Source: an optimization exercise on an open RTL-to-GDS flow (aim: small area and a short achievable clock period). Production flows keep margins and buffers that such runs may drop.
No functional check of the RTL was part of any run shown here.
No activity file was given, so power comes from the tool's default toggle rates.

==> flow/design.v, too long to show whole: its modules and the start of the top module <==
// module fp_mult: 2498 lines
// module fp_mult_fa: 4 lines
// module fp_mult_ha: 4 lines
module fp_mult(
input logic [31:0]    dataA,
input logic [31:0]    dataB,
input logic clock,
output logic [31:0]   result
);
  // ...
==> flow/run.sh <==
#!/bin/bash
# synth_recipe.tcl (not shown) runs the flow's synth.tcl, then flattens the netlist and writes it again
# the make line also repeats each setting of config.mk as NAME=value (left out here)
make -C /OpenROAD-flow-scripts/flow DESIGN_CONFIG=/design/flow/config.mk WORK_HOME=/design/flow/orfs CLKGATE_MAP_FILE= SYNTH_SCRIPT=/design/flow/synth_recipe.tcl finish
==> flow/config.mk <==
export PLATFORM = sky130hd
export DESIGN_NAME = fp_mult
export DESIGN_NICKNAME = fp_mult
export VERILOG_FILES = /design/flow/design.v
export SDC_FILE = /design/flow/constraint.sdc
export NUM_CORES = 4
export LEC_CHECK = 0
export CAP_MARGIN = 50
export CORE_MARGIN = 2
export CORE_UTILIZATION = 40
export SETUP_SLACK_MARGIN = 5
export SLEW_MARGIN = 60
export SYNTH_HIERARCHICAL = 1
==> flow/constraint.sdc <==
create_clock -name core_clock -period 9.0 [get_ports {clock}]
set_input_delay 1.8000 -clock core_clock [delete_from_list [all_inputs] [get_ports {clock}]]
set_output_delay 1.8000 -clock core_clock [all_outputs]
set_load 0.01 [all_outputs]
==> metrics.csv, run 1 <==
stage,metric,value,unit
finish,largestRegisters,"result (32), ma (23), er2 (9)",
timing,setup_slack,5230,ps
yosys,synth-compound-area-share,0.166,
grt,use_met3,0.0556,
worst_hold_path,hp-class,register to register,
outcome,status,"complete, no violations",
worst_setup_path,cpPeakStageDelay,400,ps
drt,dr.pass1.iters,6,
grt,grt_overflow,0,
yosys,synth-xor-area-share,0.153,
timing,max_freq,265,MHz
finish,n_all_inverters,41,
finish,top_area_cell_class,multi-input combinational cells,
drt,drc,0,
grt,grt_max_degree,29,
finish,top_register,result,
timing,post-route-min-period,3770,ps
yosys,async_flop_share,0,
finish,nClkBuffers,17,
worst_setup_path,reg2reg_to,result[22],
power_and_ir_drop,clkPwrFrac,0.121,
timing,setup_tns,0,ps
yosys,synth_cell_types,65,
drt,post_drt_wl_per_cell,23.1,µm
finish,syn2layout_area_growth,12.6,%
finish,clk_share,0.0322,
timing,min_period_over_period,0.419,
finish,layoutNonFillerInstCount,2253,
placement,dpl.hpwl,34.4,mm
grt,grt-busiest-layer,met2,
power_and_ir_drop,p_int,3770,µW
yosys,synthSimpleGateAreaFrac,0.0550,
finish,drive_gt1_frac,0.0698,
drt,highest_layer,met4,
cts,clkTransAtPathRegs,80,ps
power_and_ir_drop,seq_power,1380,µW
yosys,ys_ff_latch,196,
worst_setup_path,worstSetupPathType,register to register,
yosys,syn_nets,2056,
grt,use_met1,0.308,
worst_setup_path,critPathMaxFanout,7,
yosys,synth_top_cell_area_share,0.303,
==> run 2, diff against run 1 <==
--- a/flow/config.mk
+++ b/flow/config.mk
@@ -8,5 +8,5 @@
 export CAP_MARGIN = 50
 export CORE_MARGIN = 2
-export CORE_UTILIZATION = 40
+export CORE_UTILIZATION = 60
 export SETUP_SLACK_MARGIN = 5
 export SLEW_MARGIN = 60
==> metrics.csv, run 2 <==
stage,metric,value,unit,change
floorplan,die_w,176,µm,
drt,drc,0,,unchanged
finish,layoutNonFillerInstCount,2041,,-9.4%
power_and_ir_drop,power_density,342,nW/µm²,
finish,final_cell_mix,"xnor2_1, fa_1, a22oi_1",,
finish,top_register,result,,
cts,numClockSinks,196,,
finish,layout.nets,2054,,
placement,dpl.hpwl,32.3,mm,-6.0%
finish,drive_gt1_frac,0.0682,,-0.00164
worst_setup_path,reg2reg_to,r2_28_1,,
worst_setup_path,worstReg2RegStart,bo5,,
yosys,synth_area_per_cell,10.8,µm²,
cts,htree_levels,4,,
finish,largestRegisters,"result (32), ma (23), er2 (9)",,
floorplan,dieArea,31000,µm²,
timing,skew,18.2,ps,
placement,io_buffers,96,,
worst_setup_path,cp.required,9330,ps,
worst_setup_path,crit_start,bo5,,
outcome,status,"complete, no violations",,
drt,num_vias,13400,,
yosys,ys_top_cells_by_area,"fa_1, dfxtp_1, xnor2_1, a22oi_1, ha_1",,
grt,grt_pass1_wl,78.8,mm,
power_and_ir_drop,p_leak,0.00734,µW,
yosys,post-synth-top-count-cell,xnor2_1,,
placement,place_congestion,0.871,,
grt,grt_overflow,0,,unchanged
cts,cts_resized,1,,
worst_setup_path,critPathLaunchType,register,,
yosys,ys_ff_latch,196,,unchanged
placement,dpl-instance-area,19000,µm²,
finish,largest_reg_flops,32,,
timing,relSlewSlack,0.587,,
yosys,synth_top_cell_area_share,0.303,,unchanged
power_and_ir_drop,vdd_drop_max,165,µV,
timing,worst_slew_pin_slew,620,ps,
job,drv_cap,0,,
cts,cts-buffers-inserted,17,,
timing,post-route-min-period,3850,ps,+84.6 ps
drt,dr.pass1.iters,6,,unchanged
cts,clkTransAtPathRegs,70,ps,about the same
placement,dp.cells,2009,,
yosys,yosys.area.top_type,fa_1,,
worst_setup_path,critPathMaxFanout,23,,+16
finish,final_common_cell,xnor2_1,,
drt,ant_nets,0,,
timing,hold_violations,0,,
worst_setup_path,cp-end-kind,register,,
finish,fillers,2225,,
timing,rsz0062_at_grt,no,,
grt,grt_max_degree,29,,unchanged
timing,max_freq,259,MHz,-2.2%
timing,min_period_over_period,0.428,,+0.00940
finish,fin_util,0.677,,
worst_setup_path,crit_arrival,4190,ps,
drt,vias_per_cell,6.55,,
cts,cts_tree,built,,
cts,cts_hold_buf,0,,
yosys,async_flop_share,0,,unchanged
yosys,yosys_warnings,7,,
worst_setup_path,cp-endpoint,r2_28_1,,
yosys,syn_area,17700,µm²,
worst_setup_path,rrSetupSlack,5150,ps,
floorplan,die_h,176,µm,
yosys,synth_cell_types,65,,unchanged
finish,syn2layout_area_growth,10.5,%,
worst_setup_path,reg2reg_depth,8,,
finish,final_area,19600,µm²,
yosys,ys_seq_area_frac,0.221,,
drt,post_drt_wl_per_cell,24.5,µm,+5.7%
timing,setup_violations,0,,
cts,postCtsSetupBuffers,0,,
finish,diodes,0,,
cts,clk_latency,470,ps,
timing,setup_slack,5150,ps,-84.6 ps
floorplan,core,28900,µm²,
yosys,synthFlopType,dfxtp_1,,
grt,grtUsageTotal,0.335,,
worst_setup_path,worstSetupPathType,register to register,,
yosys,synth_edf_count,0,,
floorplan,initial_utilization,0.613,,
timing,setup_tns,0,ps,unchanged
cts,root_buffer,clkbuf_16,,
drt,finalWirelength,49.9,mm,
timing,finalMaxSlewViolations,0,,
yosys,synth_common_cells,"xnor2_1, fa_1, a22oi_1",,
grt,grt_pass1_vias,14200,,
cts,clockBufferDepth,2,,
drt,drt_iter0_markers,1387,,
yosys,syn_nets,2056,,unchanged
worst_hold_path,hp-class,register to register,,
grt,antenna_found_initial,1,,
floorplan,ios,97,,
placement,pre_cts_slack,4950,ps,
yosys,syn_inst,1646,,
floorplan,rows,62,,
==> run 2: worst min-delay path by stage <==
stage          start          to  slack (ps)  cells past startpoint
2_1_floorplan   bt11     r2_47_1         420                      0
3_3_place_gp     sa1          s2         430                      1
3_5_place_dp      s2  result[31]         440                      1
4_1_cts           s2  result[31]         450                      1
5_1_grt           s2  result[31]         470                      1
6_report          s2  result[31]         450                      1
==> run 2: worst max-delay path, cell delays in order, from the launching register on <==
cell	delay (ps)
dfxtp_1	480
buf_4	400
a22oi_1	160
xnor2_1	250
fa_1	500
fa_1	550
fa_1	410
fa_1	540
fa_1	430
==> run 2: cell families (layout without fill, tap and decap cells) <==
| kind of cell | Yosys count | count (layout) | synth area share |
|---|---|---|---|
| DFF | 196 | 196 | 0.221 |
| AOI/OAI and AO/OA | 407 | 407 | 0.166 |
| buffers and inverters | 210 | 221 | 0.0451 |
| muxes | 5 | 5 | 0.00282 |
| and+or+nand+nor | 175 | 175 | 0.0550 |
| xor gates and xnor gates | 308 | 308 | 0.153 |
| adders and majority gates | 345 | 345 | 0.357 |
==> run 2: final cells by class <==
class | count | area [µm²] | share of cell area
clock buffer | 19 | 433 | 0.0221
clock inverter | 13 | 164 | 0.00837
inverter | 41 | 154 | 0.00785
multi-input combinational | 1240 | 13100 | 0.666
sequential | 196 | 3960 | 0.202
tap | 384 | 480 | 0.0245
timing repair buffer | 148 | 1350 | 0.0690
==> run 2: Yosys stat by module, one instance, submodules excluded <==
| module | copies in the design | cells |
|---|---|---|
| fp_mult_ha | 21 | 1 |
| fp_mult_fa | 263 | 1 |
| fp_mult | 1 | 1362 |
==> run 2: through the flow <==
step | hold slack, ps | power [µW]
finish | 449 | 6700
global route | 469 | 7350
CTS | 451 | 6690
detailed placement | 441 | 5870
global placement | 435 | 5700
floorplan | 416 | 4580
==> run 2: per-layer routing <==
| layer | global-route usage | part of all wire |
|---|---|---|
| met1 | 0.429 | 0.39 |
| met2 | 0.542 | 0.47 |
| met3 | 0.0945 | 0.10 |
| met4 | 0.133 | 0.033 |
| met5 | 0 | 0 |
==> run 2: power by group <==
group / internal, µW / switching [µW] / total, µW
Sequential: 1240 / 140 / 1380
Clock: 398 / 382 / 780
Combinational: 2110 / 2440 / 4540
Total: 3750 / 2960 / 6700
==> run 3, diff against run 2 <==
==> flow/flow/run.sh (new file) <==
#!/bin/bash
set -o pipefail
export BUFFER_PORTS_ARGS="-buffer_cell sky130_fd_sc_hd__buf_2"
bash standard.sh SETUP_SLACK_MARGIN=6.3 finish > standard.log 2>&1
==> flow/standard.sh (new file) <==
#!/bin/bash
# synth_recipe.tcl (not shown) runs the flow's synth.tcl, then flattens the netlist and writes it again
# the make line also repeats each setting of config.mk as NAME=value (left out here)
make -C /OpenROAD-flow-scripts/flow DESIGN_CONFIG=/design/flow/config.mk WORK_HOME=/design/flow/orfs CLKGATE_MAP_FILE= SYNTH_SCRIPT=/design/flow/synth_recipe.tcl "${@:-finish}"
--- a/flow/config.mk
+++ b/flow/config.mk
@@ -8,5 +8,5 @@
 export CAP_MARGIN = 50
 export CORE_MARGIN = 2
-export CORE_UTILIZATION = 60
+export CORE_UTILIZATION = 40
 export SETUP_SLACK_MARGIN = 5
 export SLEW_MARGIN = 60
removed: flow/run.sh
==> metrics.csv, run 3 <==
stage,metric,value,unit,change
floorplan,ios,97,,unchanged
finish,layoutNonFillerInstCount,2398,,+17%
finish,final_cell_mix,"xnor2_1, fa_2, a22oi_2",,
finish,final_common_cell,xnor2_1,,
cts,htree_levels,4,,unchanged
finish,fin_util,0.553,,-0.124
yosys,ys_ff_latch,196,,unchanged
worst_setup_path,worstReg2RegStart,ma[9],,
grt,antenna_found_initial,0,,-1
floorplan,die_w,215,µm,+22%
worst_setup_path,cp.required,9390,ps,+60 ps
floorplan,initial_utilization,0.403,,-0.210
worst_setup_path,crit_cells,8,,unchanged
cts,clk_latency,520,ps,+50 ps
worst_setup_path,cp-endpoint,r2_30_1,,
worst_setup_path,crit_arrival,3900,ps,-290 ps
timing,rsz0062_at_grt,yes,,
power_and_ir_drop,p_total,8670,µW,+29%
yosys,synth_cell_types,65,,unchanged
timing,skew,25.6,ps,+7.49 ps
worst_setup_path,cpMostUsedCell,fa_2,,
job,drv_cap,0,,unchanged
worst_setup_path,rrSetupSlack,5500,ps,+350 ps
placement,dpl.hpwl,34.7,mm,+7.3%
finish,largestRegisters,"result (32), ma (23), er2 (9)",,
grt,grt_max_degree,29,,unchanged
timing,min_period_over_period,0.389,,-0.0388
finish,largest_reg_flops,32,,unchanged
cts,cts_tree,built,,
grt,grt_overflow,0,,unchanged
yosys,syn_inst,1646,,unchanged
drt,drc,0,,unchanged
finish,syn2layout_area_growth,37.4,%,
finish,multi_input_area,15100,µm²,+16%
yosys,synth_top_cell_area_share,0.303,,unchanged
yosys,async_flop_share,0,,unchanged
grt,grtUsageTotal,0.280,,-0.0547
worst_setup_path,cp-end-kind,register,,
placement,place_congestion,0.868,,-0.40%
worst_setup_path,reg2reg_depth,8,,unchanged
yosys,syn_nets,2056,,unchanged
yosys,yosys_warnings,7,,unchanged
placement,dp.cells,2213,,+10%
placement,io_buffers,96,,unchanged
drt,post_drt_wl_per_cell,27.1,µm,+11%
finish,drive_gt1_frac,0.450,,+0.382
finish,top_register,result,,
outcome,status,"complete, no violations",,
power_and_ir_drop,power_density,356,nW/µm²,+4.0%
cts,numClockSinks,196,,unchanged
cts,root_buffer,clkbuf_16,,
yosys,yosys.area.top_type,fa_1,,
grt,grt_pass1_wl,95.8,mm,+22%
floorplan,dieArea,46000,µm²,+49%
yosys,post-synth-top-count-cell,xnor2_1,,
grt,grt_pass1_vias,15400,,+8.4%
drt,drt_iter0_markers,1629,,+17%
cts,clkTransAtPathRegs,80,ps,about the same
timing,setup_tns,0,ps,unchanged
finish,layout.nets,2203,,+7.3%
power_and_ir_drop,vdd_drop_max,233,µV,+41%
floorplan,die_h,215,µm,+22%
worst_setup_path,path_cells,buf_12 -> a22oi_2 -> xnor2_1 -> fa_1 -> fa_2 -> fa_2 -> fa_2 -> fa_2,,
yosys,ys_seq_area_frac,0.221,,unchanged
yosys,synth_area_per_cell,10.8,µm²,unchanged
worst_hold_path,hp-class,register to register,,
finish,regArea,4070,µm²,+2.9%
worst_setup_path,cpPeakStageDelay,570,ps,+20 ps
drt,dr.pass1.iters,6,,unchanged
cts,cts_hold_buf,0,,unchanged
yosys,synthFlopType,dfxtp_1,,
yosys,ys_top_cells_by_area,"fa_1, dfxtp_1, xnor2_1, a22oi_1, ha_1",,
timing,finalMaxSlewViolations,0,,unchanged
worst_setup_path,reg2reg_to,r2_30_1,,
worst_setup_path,critPathMaxFanout,10,,-57%
timing,max_freq,285,MHz,+10%
worst_setup_path,path_buf_inv,1,,unchanged
yosys,synth_common_cells,"xnor2_1, fa_1, a22oi_1",,
drt,vias_per_cell,6.12,,-6.5%
finish,fillers,3545,,+59%
cts,cts-buffers-inserted,17,,unchanged
timing,worst_slew_pin_slew,567,ps,-52.4 ps
worst_setup_path,crit_start,ma[9],,
drt,ant_nets,0,,unchanged
yosys,synth_edf_count,0,,unchanged
worst_setup_path,slowest_stage,fa_2,,
timing,post-route-min-period,3500,ps,-349 ps
timing,setup_violations,0,,unchanged
worst_setup_path,critPathLaunchType,register,,
worst_setup_path,cpLargestDelayFamily,adder cells,,
yosys,syn_area,17700,µm²,unchanged
power_and_ir_drop,p_leak,0.00906,µW,+23%
drt,num_vias,14700,,+9.8%
timing,hold_violations,0,,unchanged
timing,relSlewSlack,0.618,,+0.0314
floorplan,core,44000,µm²,+52%
worst_setup_path,worstSetupPathType,register to register,,
finish,diodes,0,,unchanged
floorplan,rows,77,,+24%
drt,finalWirelength,65.1,mm,+30%
cts,clockBufferDepth,2,,unchanged
==> run 3: cell counts after synthesis <==
Identical to the previous run, type by type.
==> run 3: metrics by stage <==
step                hold WS (ps)  setup WS (ps)  area, µm²
finish                       476           5500      24400
global route                 505           5470      24400
CTS                          489           5590      23200
detailed placement           476           5170      19400
global placement             468           5140      19300
floorplan                    416           5710      19400
==> run 3: worst min-delay path by stage <==
stage / end / start / cells after the start / slack [ps]
2_1_floorplan: r2_47_1 / bt11 / 0 / 420
3_3_place_gp: s2 / sb1 / 1 / 470
3_5_place_dp: s2 / sb1 / 1 / 480
4_1_cts: s2 / sb1 / 1 / 490
5_1_grt: s2 / sa1 / 1 / 510
6_report: s2 / sb1 / 1 / 480
==> run 3: area by class of cell <==
| cell class | instances | area share |
|---|---|---|
| Clock buffer | 19 | 0.0178 |
| Tap cell | 592 | 0.0304 |
| Sequential cell | 196 | 0.167 |
| Inverter | 41 | 0.00632 |
| Multi-Input combinational cell | 1240 | 0.619 |
| Clock inverter | 13 | 0.00667 |
| Timing Repair Buffer | 297 | 0.153 |
==> run 3: cell families after synthesis <==
family | after synthesis | share of synthesized area
and+or+nand+nor | 175 | 0.0550
AOI/OAI and AO/OA | 407 | 0.166
muxes | 5 | 0.00282
adders and majority gates | 345 | 0.357
DFF | 196 | 0.221
buffers and inverters | 210 | 0.0451
xor gates and xnor gates | 308 | 0.153
==> run 3: worst register-to-register path, stage by stage (launching register included) <==
cell and delay, ps:
dfxtp_4 430, buf_12 180, a22oi_2 100, xnor2_1 270, fa_1 520, fa_2 510
fa_2 370, fa_2 570, fa_2 430
==> run 3: what timing repair did <==
item | in CTS | in global routing
pin swaps | 138 | 99
gates cloned | 20 | 6
setup endpoints to repair | 130 | 127
buffers inserted | 99 | 28
resized for setup | 392 | 175
==> run 3: modules after synthesis, one instance, submodules excluded <==
module | copies in the design | area (µm²) | cells inside
fp_mult_fa | 263 | 20.0 | 1
fp_mult | 1 | 12200 | 1362
fp_mult_ha | 21 | 12.5 | 1
==> run 3: report_power, final <==
part,internal [µW],switching [µW]
sequential,1260,154
clock,397,387
combinational,3230,3250
==> run 3: layer usage <==
| metal | track usage | wire (µm) | vias to the layer above |
|---|---|---|---|
| met5 | 0 | 0 | - |
| met4 | 0.159 | 3620 | 0 |
| met3 | 0.0935 | 7840 | 257 |
| met2 | 0.436 | 29700 | 1007 |
| met1 | 0.342 | 23900 | 7370 |
| li1 | - | - | 6041 |
==> run 4, diff against run 3 <==
==> flow/flow/run.sh (replaced) <==
#!/bin/bash
set -o pipefail
export BUFFER_PORTS_ARGS="-buffer_cell sky130_fd_sc_hd__buf_2"
echo "export BUFFER_PORTS_ARGS = -buffer_cell sky130_fd_sc_hd__buf_2" >> config.mk
bash standard.sh > standard.log 2>&1
--- a/flow/config.mk
+++ b/flow/config.mk
@@ -12,2 +12,3 @@
 export SLEW_MARGIN = 60
 export SYNTH_HIERARCHICAL = 1
+export BUFFER_PORTS_ARGS = -buffer_cell sky130_fd_sc_hd__buf_2
==> metrics.csv, run 4 <==
stage,metric,value,unit,change
timing,finalMaxSlewViolations,0,,unchanged
grt,grt_max_degree,29,,unchanged
finish,drive_gt1_frac,0.126,,-0.325
placement,dpl.hpwl,34.0,mm,-2.0%
grt,antenna_found_initial,3,,+3
placement,dp.cells,2216,,+0.14%
cts,cts_tree,built,,
yosys,synthSimpleGateAreaFrac,0.0550,,unchanged
worst_setup_path,critPathLaunchType,register,,
cts,postCtsSetupBuffers,0,,-100%
worst_setup_path,path_buf_inv,0,,-1
finish,syn2layout_area_growth,9.66,%,
finish,final_area,19400,µm²,-20%
yosys,syn_inst,1646,,unchanged
cts,clk_latency,490,ps,-30 ps
timing,max_freq,269,MHz,-5.8%
yosys,async_flop_share,0,,unchanged
yosys,synth_common_cells,"xnor2_1, fa_1, a22oi_1",,
drt,dr.pass1.iters,5,,-1
grt,grt_pass1_wl,80.9,mm,-16%
job,drv_cap,0,,unchanged
finish,layoutNonFillerInstCount,2249,,-6.2%
finish,top_register,result,,
yosys,synth.area.mux_share,0.00282,,unchanged
grt,grt_overflow,0,,unchanged
yosys,yosys.area.top_type,fa_1,,
floorplan,die_h,215,µm,unchanged
yosys,synth-xor-area-share,0.153,,unchanged
grt,grtUsageTotal,0.227,,-0.0538
power_and_ir_drop,power.switching,3020,µW,-20%
power_and_ir_drop,vdd_drop_max,173,µV,-26%
finish,largest_reg_flops,32,,unchanged
power_and_ir_drop,p_leak,0.00740,µW,-18%
floorplan,rows,77,,unchanged
worst_setup_path,slowest_stage,fa_1,,
cts,cts-buffers-inserted,17,,unchanged
timing,rsz0062_at_grt,no,,
power_and_ir_drop,p_sw_frac,0.452,,+0.0152
finish,largestRegisters,"result (32), ma (23), er2 (9)",,
yosys,synth_cell_types,65,,unchanged
cts,numClockSinks,196,,unchanged
yosys,synth_area_per_cell,10.8,µm²,unchanged
worst_setup_path,cp-end-kind,register,,
timing,relSlewSlack,0.601,,-0.0169
floorplan,dieArea,46000,µm²,unchanged
yosys,ys_ff_latch,196,,unchanged
placement,dpl-instance-area,18700,µm²,-3.2%
worst_setup_path,critPathMaxFanout,7,,-3
drt,num_vias,13200,,-10%
timing,setup_slack,5280,ps,-216 ps
yosys,syn_area,17700,µm²,unchanged
cts,clockBufferDepth,2,,unchanged
drt,vias_per_cell,5.87,,-4.2%
floorplan,initial_utilization,0.403,,unchanged
power_and_ir_drop,power_density,344,nW/µm²,-3.4%
finish,final_common_cell,xnor2_1,,
timing,setup_tns,0,ps,unchanged
yosys,synth_top_family_by_area,adder cells,,
drt,finalWirelength,51.3,mm,-21%
timing,setup_violations,0,,unchanged
yosys,synthFlopType,dfxtp_1,,
timing,worst_slew_pin_slew,598,ps,+30.6 ps
cts,root_buffer,clkbuf_16,,
grt,grt_pass1_vias,14200,,-7.8%
yosys,post-synth-top-count-cell,xnor2_1,,
floorplan,ios,97,,unchanged
finish,layout.nets,2054,,-6.8%
placement,io_buffers,96,,unchanged
worst_setup_path,cpPeakStageDelay,390,ps,-180 ps
yosys,synth_adder_area_share,0.357,,unchanged
power_and_ir_drop,p_int,3660,µW,-25%
yosys,syn_nets,2056,,unchanged
yosys,synth-compound-area-share,0.166,,unchanged
floorplan,core,44000,µm²,unchanged
drt,drt_iter0_markers,1327,,-19%
cts,clkTransAtPathRegs,80,ps,about the same
yosys,yosys_warnings,7,,unchanged
timing,skew,10.9,ps,-14.7 ps
yosys,synth_edf_count,0,,unchanged
power_and_ir_drop,pwr-share-comb,0.670,,-0.077
floorplan,die_w,215,µm,unchanged
worst_setup_path,crit_arrival,4130,ps,+230 ps
worst_hold_path,hp-class,register to register,,
cts,htree_levels,4,,unchanged
cts,cts_resized,0,,-100%
worst_setup_path,worstSetupPathType,register to register,,
power_and_ir_drop,pwr-share-seq,0.206,,+0.044
placement,pre_cts_slack,5180,ps,+10.2 ps
outcome,status,"complete, no violations",,
timing,hold_violations,0,,unchanged
drt,drc,0,,unchanged
yosys,ys_top_cells_by_area,"fa_1, dfxtp_1, xnor2_1, a22oi_1, ha_1",,
worst_setup_path,cp.required,9410,ps,+20 ps
finish,diodes,0,,unchanged
yosys,ys_seq_area_frac,0.221,,unchanged
worst_setup_path,cpLargestDelayFamily,compound AO/OA/AOI/OAI gates,,
drt,ant_nets,0,,unchanged
finish,final_cell_mix,"xnor2_1, fa_1, a22oi_1",,
power_and_ir_drop,clkPwrFrac,0.124,,+0.034
timing,min_period_over_period,0.413,,+0.0240
drt,post_drt_wl_per_cell,22.8,µm,-16%
placement,place_congestion,0.816,,-6.0%
worst_setup_path,path_cells,ha_1 -> a211o_1 -> a31oi_1 -> nor3_2 -> o21ai_2 -> a21o_1 -> a21boi_0 -> o31ai_1 -> nand2b_1 -> fa_1 -> xnor2_1 -> or4_1 -> o22ai_1,,
yosys,synth_top_cell_area_share,0.303,,unchanged
timing,post-route-min-period,3720,ps,+216 ps
cts,cts_hold_buf,0,,unchanged
==> run 4: path summary, 6_finish.rpt <==
kind	startpoint	end	slack, ps	depth (start not counted)
max	r2_13_0	result[22]	5280	13
min	sb1	s2	460	1
max reg2reg	r2_13_0	result[22]	5280	13
min reg2reg	sb1	s2	460	1
==> run 4: kinds of logic after synthesis <==
logic type               count (synthesis)
XOR/XNOR                               308
AO/OA/AOI/OAI                          407
adder cells (fa/ha/maj)                345
AND/OR/NAND/NOR                        175
multiplexers                             5
buffers and inverters                  210
flip-flops                             196
==> run 4: modules after synthesis (local to each module, per instance) <==
module / flops+latches / cells / area (µm²) / times used
fp_mult: 196 / 1362 / 12200 / 1
fp_mult_ha: 0 / 1 / 12.5 / 21
fp_mult_fa: 0 / 1 / 20.0 / 263
==> run 4: power groups by stage <==
| stage | Clock, µW | Combinational, µW | Sequential (µW) |
|---|---|---|---|
| after floorplan | 0 | 3200 | 1370 |
| after detailed placement | 0 | 4470 | 1390 |
| final | 828 | 4480 | 1380 |
| after global placement | 0 | 4300 | 1390 |
| after global routing | 882 | 5080 | 1400 |
| after CTS | 848 | 4490 | 1380 |
==> run 4: area by class of cell <==
cell class | count | area, µm²
multi-input cells | 1240 | 13100
fillers | 4186 | 24600
repair buffers | 148 | 902
clock inverters | 15 | 225
inverters | 41 | 154
flip-flops and latches | 196 | 3950
clock buffers | 17 | 425
well taps | 592 | 741
==> run 4: worst reg2reg max path: stages, from the launching register on <==
cell and delay, ps:
dfxtp_1 310, ha_1 310, a211o_1 260, a31oi_1 290, nor3_2 150, o21ai_2 290, a21o_1 330, a21boi_0 160
o31ai_1 360, nand2b_1 120, fa_1 390, xnor2_1 140, or4_1 390, o22ai_1 140
==> run 4: stage by stage <==
step	hold WS [ps]	utilization	total power (µW)
after floorplan	416	-	4580
after global placement	444	0.425	5690
after detailed placement	450	0.426	5860
after CTS	467	0.440	6710
after global routing	491	0.442	7360
final	462	0.442	6690
==> run 4: layer usage <==
metal	share of wire	GRT usage	up-vias
met1	0.42	0.293	6622
met3	0.091	0.0593	115
met2	0.47	0.365	728
met4	0.027	0.0843	6
met5	0.00072	0	-
li1	-	-	5720

re-timing with driven ports:
The flow's constraints put no driver on any port. The routed layouts listed below were extracted and timed again, unchanged, in two steps. Step 1, drivers: a clkbuf_16 drives clock and a buf_2 each remaining input, both assumed. Step 2 times the ports against the registers' clock, not the clock port: input delays grow and output delays shrink by t, the midpoint of the rising clock arrivals with the driver on. a / b / c = ideal / step 1 / step 2; a / b = the first two.
run	shift t [ns]	setup WS [ns]	slew at the worst register clock pin (ns)
run 1	0.525	5.231 / 5.231 / 5.231	0.08 / 0.08
run 2	0.515	5.146 / 5.146 / 5.146	0.09 / 0.09
run 3	0.560	5.495 / 5.495 / 5.495	0.08 / 0.08
run 4	0.534	5.280 / 5.280 / 5.280	0.09 / 0.09
After both steps every run listed still meets setup and hold.
